This design comes from an exercise in tuning for small area and a short achievable clock period on the open sky130 flow, not from production work. In this exercise RTL edits were held to simulation tests only and were not proved equivalent to the original.

==> flow/design.v (outline; a module is shown in full before it is edited, if it fits) <==
// module MulCore: 2692 lines
// module Multiplier: 31 lines
module Multiplier(
  input         clock,
                reset,
                io_in_valid,
  input  [31:0] io_a,
                io_b,
  input  [1:0]  io_op,
  output [31:0] io_res,
  output        io_res_valid
);
  // ...
==> flow/flow/run.sh <==
#!/bin/bash
# Own layout flow: the standard flow (standard.sh), with one extra step
# between synthesis and floorplan: flow/polfix.py removes the needless
# inverters that Yosys's full-adder extraction leaves around full-adder cells
# (a full adder is self-dual, so each may be built in either polarity).
# Registers, ports and all other cells are kept as synthesis made them.
# Each tool's output goes to a log file of its own in the work folder.
set -euo pipefail
cd "$(dirname "$0")/.."
R=orfs/results/${FLOW_PLATFORM:-sky130hd}/Multiplier/base
# Port buffers: buf_4 instead of the delay cell buffer_ports picks by default
# (every port still gets its own buffer).
PORTBUF="BUFFER_PORTS_ARGS=-buffer_cell sky130_fd_sc_hd__buf_4"
bash standard.sh "$PORTBUF" synth > flow_synth.log 2>&1
cp "$R/1_2_yosys.v" 1_2_yosys.std.v
python3 flow/polfix.py 1_2_yosys.std.v 1_2_yosys.pol.v > flow_polfix.log 2>&1
cp 1_2_yosys.pol.v "$R/1_2_yosys.v"
rm -f "$R/1_synth.odb" "$R/1_synth.sdc"
bash standard.sh "$PORTBUF" finish > flow_finish.log 2>&1
==> flow/flow/polfix.py <==
#!/usr/bin/env python3
"""Remove needless inverters around full-adder cells in a Yosys netlist.

Yosys's extract_fa leaves many inverters between sky130 full-adder cells.  A
full adder is self-dual, fa(~a, ~b, ~c) = ~fa(a, b, c) on both outputs, so each
full adder may be built in either polarity.  This script resolves every net to
a (root signal, parity) pair through chains of inverters, picks a polarity for
each full adder that needs few inverters (local search), deletes the old
inverters and adds one inverter per root signal that some load needs inverted.
Registers, ports and all other cells keep their function and names.

usage: polfix.py IN.v OUT.v
"""
import re
import sys
import random

OUT_PINS = {'X', 'Y', 'Q', 'Q_N', 'SUM', 'COUT', 'HI', 'LO'}

src = open(sys.argv[1]).read()

mod_m = re.search(r'\bmodule\s+(\S+)\s*\((.*?)\);', src, re.S)
ports = set(p.strip() for p in mod_m.group(2).split(','))
port_bases = set(ports)

inst_re = re.compile(r'^(\s*)(sky130_fd_sc_hd__\w+)\s+(\\\S+\s|\S+)\s*\((.*?)\);\n', re.S | re.M)
pin_re = re.compile(r'\.(\w+)\(\s*(.*?)\s*\)(?=\s*[,)]|\s*$)', re.S)

cells = []  # dict(type, name, pins{pin: net}, span)
for m in inst_re.finditer(src):
    typ, name, body = m.group(2), m.group(3).strip(), m.group(4)
    pins = {}
    for pm in re.finditer(r'\.(\w+)\(([^()]*)\)', body):
        pins[pm.group(1)] = pm.group(2).strip()
    cells.append({'type': typ, 'name': name, 'pins': pins, 'span': m.span()})


def is_port_net(n):
    base = n.split('[')[0].strip()
    return base in port_bases


def is_inv(c):
    return re.match(r'sky130_fd_sc_hd__(inv|clkinv)_\d+$', c['type']) is not None


def is_fa(c):
    return re.match(r'sky130_fd_sc_hd__fa_\d+$', c['type']) is not None


driver = {}
loads = {}
for i, c in enumerate(cells):
    for p, n in c['pins'].items():
        if p in OUT_PINS:
            driver[n] = (i, p)
        else:
            loads.setdefault(n, []).append((i, p))

# inverters we may remove: output net is not a port, input is a real net
free = set()
for i, c in enumerate(cells):
    if is_inv(c):
        y = c['pins']['Y']
        a = c['pins']['A']
        if not is_port_net(y) and not a.startswith("1'") and a != 'clock':
            free.add(i)


def root(n):
    par = 0
    seen = 0
    while n in driver and driver[n][0] in free:
        n = cells[driver[n][0]]['pins']['A']
        par ^= 1
        seen += 1
        if seen > 1000:
            raise SystemExit('inverter loop')
    return n, par


# requirements: (cell index, pin) -> (root net, parity); only pins of kept cells
req = {}
for i, c in enumerate(cells):
    if i in free:
        continue
    for p, n in c['pins'].items():
        if p in OUT_PINS:
            continue
        req[(i, p)] = root(n)

fa_idx = [i for i, c in enumerate(cells) if is_fa(c) and i not in free]
x = {i: 0 for i in fa_idx}
root_fa = {}
for i in fa_idx:
    for p in ('SUM', 'COUT'):
        root_fa[cells[i]['pins'][p]] = i

by_root = {}
for (i, p), (r, par) in req.items():
    by_root.setdefault(r, []).append((i, p, par))


def phys(r):
    f = root_fa.get(r)
    return x[f] if f is not None else 0


def root_cost(r):
    ph = phys(r)
    for (i, p, par) in by_root.get(r, []):
        need = par ^ x.get(i, 0)
        if need != ph:
            return 1
    return 0


def fa_roots(i):
    rs = set()
    for p in ('SUM', 'COUT'):
        rs.add(cells[i]['pins'][p])
    for p in ('A', 'B', 'CIN'):
        rs.add(req[(i, p)][0])
    return rs


def total():
    return sum(root_cost(r) for r in by_root)


before = total()
orig_inv = len(free)
best = before
random.seed(1)
for sweep in range(50):
    improved = False
    order = list(fa_idx)
    random.shuffle(order)
    for i in order:
        rs = fa_roots(i)
        c0 = sum(root_cost(r) for r in rs)
        x[i] ^= 1
        c1 = sum(root_cost(r) for r in rs)
        if c1 < c0 or (c1 == c0 and random.random() < 0.1 and sweep < 40):
            if c1 < c0:
                improved = True
        else:
            x[i] ^= 1
    if not improved and sweep >= 40:
        break
after = total()
sys.stderr.write(f'inverters: {orig_inv} removable, {before} needed as is, {after} after flipping '
                 f'{sum(x.values())} of {len(fa_idx)} full adders\n')

def esc(n):
    return n + ' ' if n.startswith('\\') else n


# build the new netlist
new_inv = {}
k = 0
for r in sorted(by_root):
    if root_cost(r):
        k += 1
        new_inv[r] = f'_polinv{k}_'

conn = {}
for (i, p), (r, par) in req.items():
    need = par ^ x.get(i, 0)
    conn[(i, p)] = r if need == phys(r) else new_inv[r]

pieces = []
pos = 0
for i, c in enumerate(cells):
    s, e = c['span']
    pieces.append(src[pos:s])
    pos = e
    if i in free:
        continue
    text = src[s:e]
    if any((i, p) in conn for p in c['pins']):
        def fix(m, i=i):
            p = m.group(1)
            if (i, p) in conn:
                return f'.{p}({esc(conn[(i, p)])})'
            return m.group(0)
        text = re.sub(r'\.(\w+)\(([^()]*)\)', fix, text)
    pieces.append(text)
rest = src[pos:]
# declare the new nets and add the inverters before endmodule
add = []
for r, y in new_inv.items():
    add.append(f'  wire {y};\n')
for r, y in new_inv.items():
    add.append(f'  sky130_fd_sc_hd__inv_1 {y}inst (\n    .A({esc(r)}),\n    .Y({y})\n  );\n')
idx = rest.rfind('endmodule')
rest = rest[:idx] + ''.join(add) + rest[idx:]
open(sys.argv[2], 'w').write(''.join(pieces) + rest)
==> flow/standard.sh <==
#!/bin/bash
# synth_recipe.tcl (not shown) runs the flow's synth.tcl, then flattens the netlist and writes it again
# the make line also repeats each setting of config.mk as NAME=value (left out here)
make -C /OpenROAD-flow-scripts/flow DESIGN_CONFIG=/design/flow/config.mk WORK_HOME=/design/flow/orfs CLKGATE_MAP_FILE= SYNTH_SCRIPT=/design/flow/synth_recipe.tcl "${@:-finish}"
==> flow/config.mk <==
export PLATFORM = sky130hd
export DESIGN_NAME = Multiplier
export DESIGN_NICKNAME = Multiplier
export VERILOG_FILES = /design/flow/design.v
export SDC_FILE = /design/flow/constraint.sdc
export NUM_CORES = 4
export LEC_CHECK = 0
export ABC_AREA = 1
export CAP_MARGIN = 20
export CORE_MARGIN = 2
export CORE_UTILIZATION = 40
export CTS_BUF_LIST = sky130_fd_sc_hd__clkbuf_4 sky130_fd_sc_hd__clkbuf_8
export SETUP_SLACK_MARGIN = 2.0
export SLEW_MARGIN = 20
==> flow/constraint.sdc <==
create_clock -name core_clock -period 5.6 [get_ports {clock}]
set_input_delay 1.1200 -clock core_clock [delete_from_list [all_inputs] [get_ports {clock}]]
set_output_delay 1.1200 -clock core_clock [all_outputs]
set_load 0.01 [all_outputs]
==> Flow_metrics.wiki, run 1 <==
{| class="wikitable"
! Metric !! Value
|-
| Wire length on met3 || 11.64 mm
|-
| Met1 track utilization from global routing || 0.3461
|-
| Synth Instances || 3319
|-
| Clock buffer count || 81
|-
| Number of cells on the worst reg-to-reg path || 15
|-
| Area of placed instances || 33010 sq um
|-
| Result of the run || no timing/DRC/antenna violations
|-
| FMAX || about 280 MHz
|-
| Most congested layer reported by global routing || met2
|-
| Plain + repair buffers || 208
|-
| Cell Count Post-Placement || 4276
|-
| Clock buf/inv share || 0.04218
|-
| Floorplan core area || 78610 sq um
|-
| Crit path capture || mulcore_inst.rh1[17]
|-
| Number of routed nets with antenna violations || 0
|-
| Per-instance average area after synthesis || 9.539 sq um
|-
| Clock-pin slew of the registers on the worst-case setup and hold paths || 0.07 ns
|-
| Arrival time reported for the critical path endpoint || 4.19 ns
|-
| Seq area share || 0.1960
|-
| Detail Route met2 WL || 45.43 mm
|-
| Net count reported at finish || 4026
|-
| Number of antenna violations at the first check in global routing || 1
|-
| Cell family contributing the most delay on the critical path || adder cells
|-
| CP Capture Type || flop
|-
| Number of resized instances in the post-cts repair step || 47
|-
| Met3 Usage GRT || 0.07936
|-
| Share of cells above drive strength 1 || 0.1297
|-
| Clock buffers created by TritonCTS || 60
|-
| Number of max-cap violations || 0
|-
| Number of logic stages on the critical path including buffering || 15
|-
| Routed via count || 24.48k
|-
| Post-DP HPWL || around 79 mm
|-
| Well-Tap Cells || about 1.1k
|-
| Setup violators final || 0
|-
| Count of multi-input gates || roughly 2.5k
|}
==> run 2, diff against run 1 <==
--- a/flow/config.mk
+++ b/flow/config.mk
@@ -9,6 +9,5 @@
 export CAP_MARGIN = 20
 export CORE_MARGIN = 2
 export CORE_UTILIZATION = 40
-export CTS_BUF_LIST = sky130_fd_sc_hd__clkbuf_4 sky130_fd_sc_hd__clkbuf_8
 export SETUP_SLACK_MARGIN = 2.0
 export SLEW_MARGIN = 20
==> Flow_metrics.wiki, run 2 <==
{| class="wikitable"
! Metric !! Value
|-
| Post-synth net total || 3983 (unchanged)
|-
| Buffer levels on the longest clock path || 3 (unchanged)
|-
| Area of placed instances || 33010 sq um (unchanged)
|-
| Final design instance area without fill || 35300 sq um (was 35450 sq um)
|-
| Total area of multi-input combinational cells || 22920 sq um (was 22910 sq um)
|-
| Setup violators final || 0 (unchanged)
|-
| Largest registers ranked by flip-flop count || mulcore_inst.rh0 x32, mulcore_inst.rh1 x32, mulcore_inst.rlo x32 (unchanged)
|-
| Crit start category || flop (unchanged)
|-
| Root Buffer || clkbuf_16 (was clkbuf_8)
|-
| Clock latency of the later-clocked register in the worst-skew pair || 0.58 ns (was 0.70 ns)
|-
| Netlist Area Pre-Place || 31660 sq um (unchanged)
|-
| Final period util || 0.6456 (was 0.6420)
|-
| Yosys Warn Count || 2 (unchanged)
|-
| Measured slew at the worst slew-check pin || 0.9467 ns (was 0.9449 ns)
|-
| Total Die Area || 81410 sq um (unchanged)
|-
| Class of the tightest hold or removal check || flop to flop (unchanged)
|-
| Clock-pin slew of the registers on the worst-case setup and hold paths || 0.06 ns (was 0.07 ns)
|-
| DRC viols || 0 (unchanged)
|-
| Die outline width || 285.3 um (unchanged)
|-
| GRT Overall Usage || 0.2575 (was 0.2565)
|-
| Routed via count divided by cell count || 5.540 (was 5.489)
|-
| Tightest hold margin || 0.4005 ns (was 0.4000 ns)
|-
| Number of antenna violations at the first check in global routing || 0 (was 1)
|-
| Net count reported at finish || 4005 (was 4026)
|-
| Via count of the first global-routing pass || 24.09k (was 24.17k)
|-
| Per-instance average area after synthesis || 9.539 sq um (unchanged)
|-
| Die H || 285.3 um (unchanged)
|-
| Max-slew violation total from the final report || 0 (unchanged)
|-
| Setup Crit Path Kind || flop to flop (unchanged)
|-
| Clock buffers created by TritonCTS || 41 (was 60)
|-
| Result of the run || no timing/DRC/antenna violations (unchanged)
|-
| Number of routed nets with antenna violations || 0 (unchanged)
|-
| Last weighted congestion value of the routability-driven placer || 0.9115 (unchanged)
|-
| CP max-delay cell || fa_2 (unchanged)
|-
| Arrival time reported for the critical path endpoint || 4.10 ns (was 4.19 ns)
|-
| First-pass GRT wire length || 156.2 mm (was 155.7 mm)
|-
| I/O pin count || 102 (unchanged)
|-
| Routed wirelength normalized by instance count || 24.03 um (was 23.76 um)
|-
| Total number of clock tree sinks || 347 (unchanged)
|-
| Number of max-cap violations || 0 (unchanged)
|-
| Slowest cell delay on critical path || 0.71 ns (was 0.66 ns)
|-
| Largest fanout of any net on the critical path || 4 (unchanged)
|-
| Slew Limit Headroom || 0.3622 (was 0.3634)
|-
| CTS HTree Levels || 2 (unchanged)
|-
| Initial core utilization || 0.4027 (unchanged)
|-
| CP Capture Type || flop (unchanged)
|-
| Critical path cell sequence || fa_2 -> fa_1 -> fa_2 -> ha_4 -> nand2_1 -> inv_2 -> nand2_4 -> inv_2 -> nand2_2 -> inv_2 -> nand2_4 -> nand2_4 -> fa_2 -> inv_2 -> xnor2_1 -> o21ai_1 -> inv_1 (was fa_1 -> fa_1 -> fa_2 -> ha_4 -> nand2_2 -> inv_1 -> a21oi_2 -> nand2_4 -> nand2_4 -> nand2_8 -> fa_2 -> inv_2 -> xnor2_1 -> o21ai_1 -> inv_1)
|-
| Worst clock skew || 0.01644 ns (was 0.02643 ns)
|-
| Overflow left after global routing || 0 (unchanged)
|-
| Count of buffers from port buffering || 101 (unchanged)
|-
| Total Negative Setup Slacks || 0 ns (unchanged)
|-
| Worst EP required || 6.08 ns (was 6.20 ns)
|-
| FMAX || 276.6 MHz (was 278.2 MHz)
|-
| Share of cells above drive strength 1 || 0.1191 (was 0.1297)
|-
| Crit path top cell by count || inv_2
|-
| CTS tree || done (unchanged)
|-
| Number of filler cells placed in the layout || 7553 (was 7571)
|-
| Floorplan core area || 78610 sq um (unchanged)
|-
| Final Hold Fails || 0 (unchanged)
|-
| Largest net degree at the start of global routing || 39 (unchanged)
|-
| Final antenna diode count || 0 (was 1)
|-
| Routed via count || 24.47k (was 24.48k)
|-
| Post-DP HPWL || 78.67 mm (unchanged)
|-
| Cell row count || 103 (unchanged)
|-
| Synth Instances || 3319 (unchanged)
|-
| Leading cell type in the layout, fill and taps excluded || xnor2_1 (unchanged)
|-
| Highest-count cells in the layout ignoring fill and taps || 509 x xnor2_1, 493 x o22ai_1, 455 x fa_1, 413 x nand2_1, 345 x dfxtp_1 (was 510 x xnor2_1, 494 x o22ai_1, 457 x fa_1, 412 x nand2_1, 345 x dfxtp_1)
|-
| Final Critical Period || 3.615 ns (was 3.595 ns)
|-
| RSZ-0062 raised after global routing || true (unchanged)
|-
| Seq. cell area || 6949 sq um (unchanged)
|-
| Synthesis-to-layout area growth || 11.48% (was 11.97%)
|-
| Number of DRC markers after the initial detailed-route iteration || 2345 (was 2254)
|-
| First-pass detailed-route iteration total || 5 (was 6)
|-
| Aggregate routed wire length || 106.1 mm (was 106.0 mm)
|}
-- run 2: what timing repair did --
action                                 CTS  global route
cloned                                  11             3
buffers inserted                        49             9
endpoints found under the hold margin    0             0
pin swaps                               17            17
gates resized for setup                 60            68
setup endpoints to repair              174           163
hold buffers                             0             0
-- run 2: final timing paths --
check	start	endpoint	slack, ns	cells after the start
max reg2reg	mulcore_inst.q928	mulcore_inst.rh1[17]	1.98	17
max	mulcore_inst.q928	mulcore_inst.rh1[17]	1.98	17
min	valid_1	valid_2	0.40	2
min reg2reg	valid_1	valid_2	0.40	2
-- run 2: layout make-up --
cell class              count  area share
clock inverters            14    0.004928
multi-input cells        2462      0.6494
well taps                1050     0.03722
repair inverters           13    0.002694
clock buffers              55     0.03258
repair buffers            206     0.04623
inverters                 270     0.03010
flip-flops and latches    347      0.1969
-- run 2: per-stage QoR --
stage	instances	utilization	worst slack, ns
floorplan	3319	-	1.961
global placement	4276	0.4199	0.8950
detailed placement	4276	0.4199	0.8686
CTS	4405	0.4448	1.973
global route	4417	0.4490	1.871
finish	4417	0.4490	1.985
-- run 2: critical path: cells and delay by family, from the launching register on --
family | cells | cell delay (ns)
XOR/XNOR | 1 | 0.07
AO/OA/AOI/OAI | 1 | 0.14
adder cells (fa/ha/maj) | 5 | 2.32
buffers and inverters | 5 | 0.27
flip-flops | 1 | 0.33
AND/OR/NAND/NOR | 5 | 0.39
-- run 2: routing by layer --
layer	vias to the layer above	global-route usage	routed length, um
met4	2	0.1109	5111
met1	11930	0.3487	43990
met3	238	0.07632	11320
met2	1258	0.3809	45580
met5	-	0.01105	123
li1	11040	-	-

==> re-timing with driven ports <==
In the flow no input, the clock included, has a driving cell. The finished layouts below were timed again as built, in two steps.
Step 1 assumes that a clkbuf_16 drives the clock port and a buf_2 every other input.
Step 2 times the ports against the registers' clock, not the clock port: input delays grow and output delays shrink by t, the midpoint of the rising clock arrivals with the driver on.
Slacks: ideal ports / drivers / drivers and shift; pairs: ideal ports / drivers.
| run | t, ns | setup WS [ns] | worst slew at a driven data input, ns |
|---|---|---|---|
| run 1 | 0.745 | 2.005 / 2.005 / 1.313 | 0.12 |
| run 2 | 0.647 | 1.985 / 1.985 / 1.429 | 0.12 |
After both steps setup and hold are still met in every run listed. The setup slack of run 1, which loses most, moves by 0.000 ns with the drivers and by -0.692 ns with both steps.
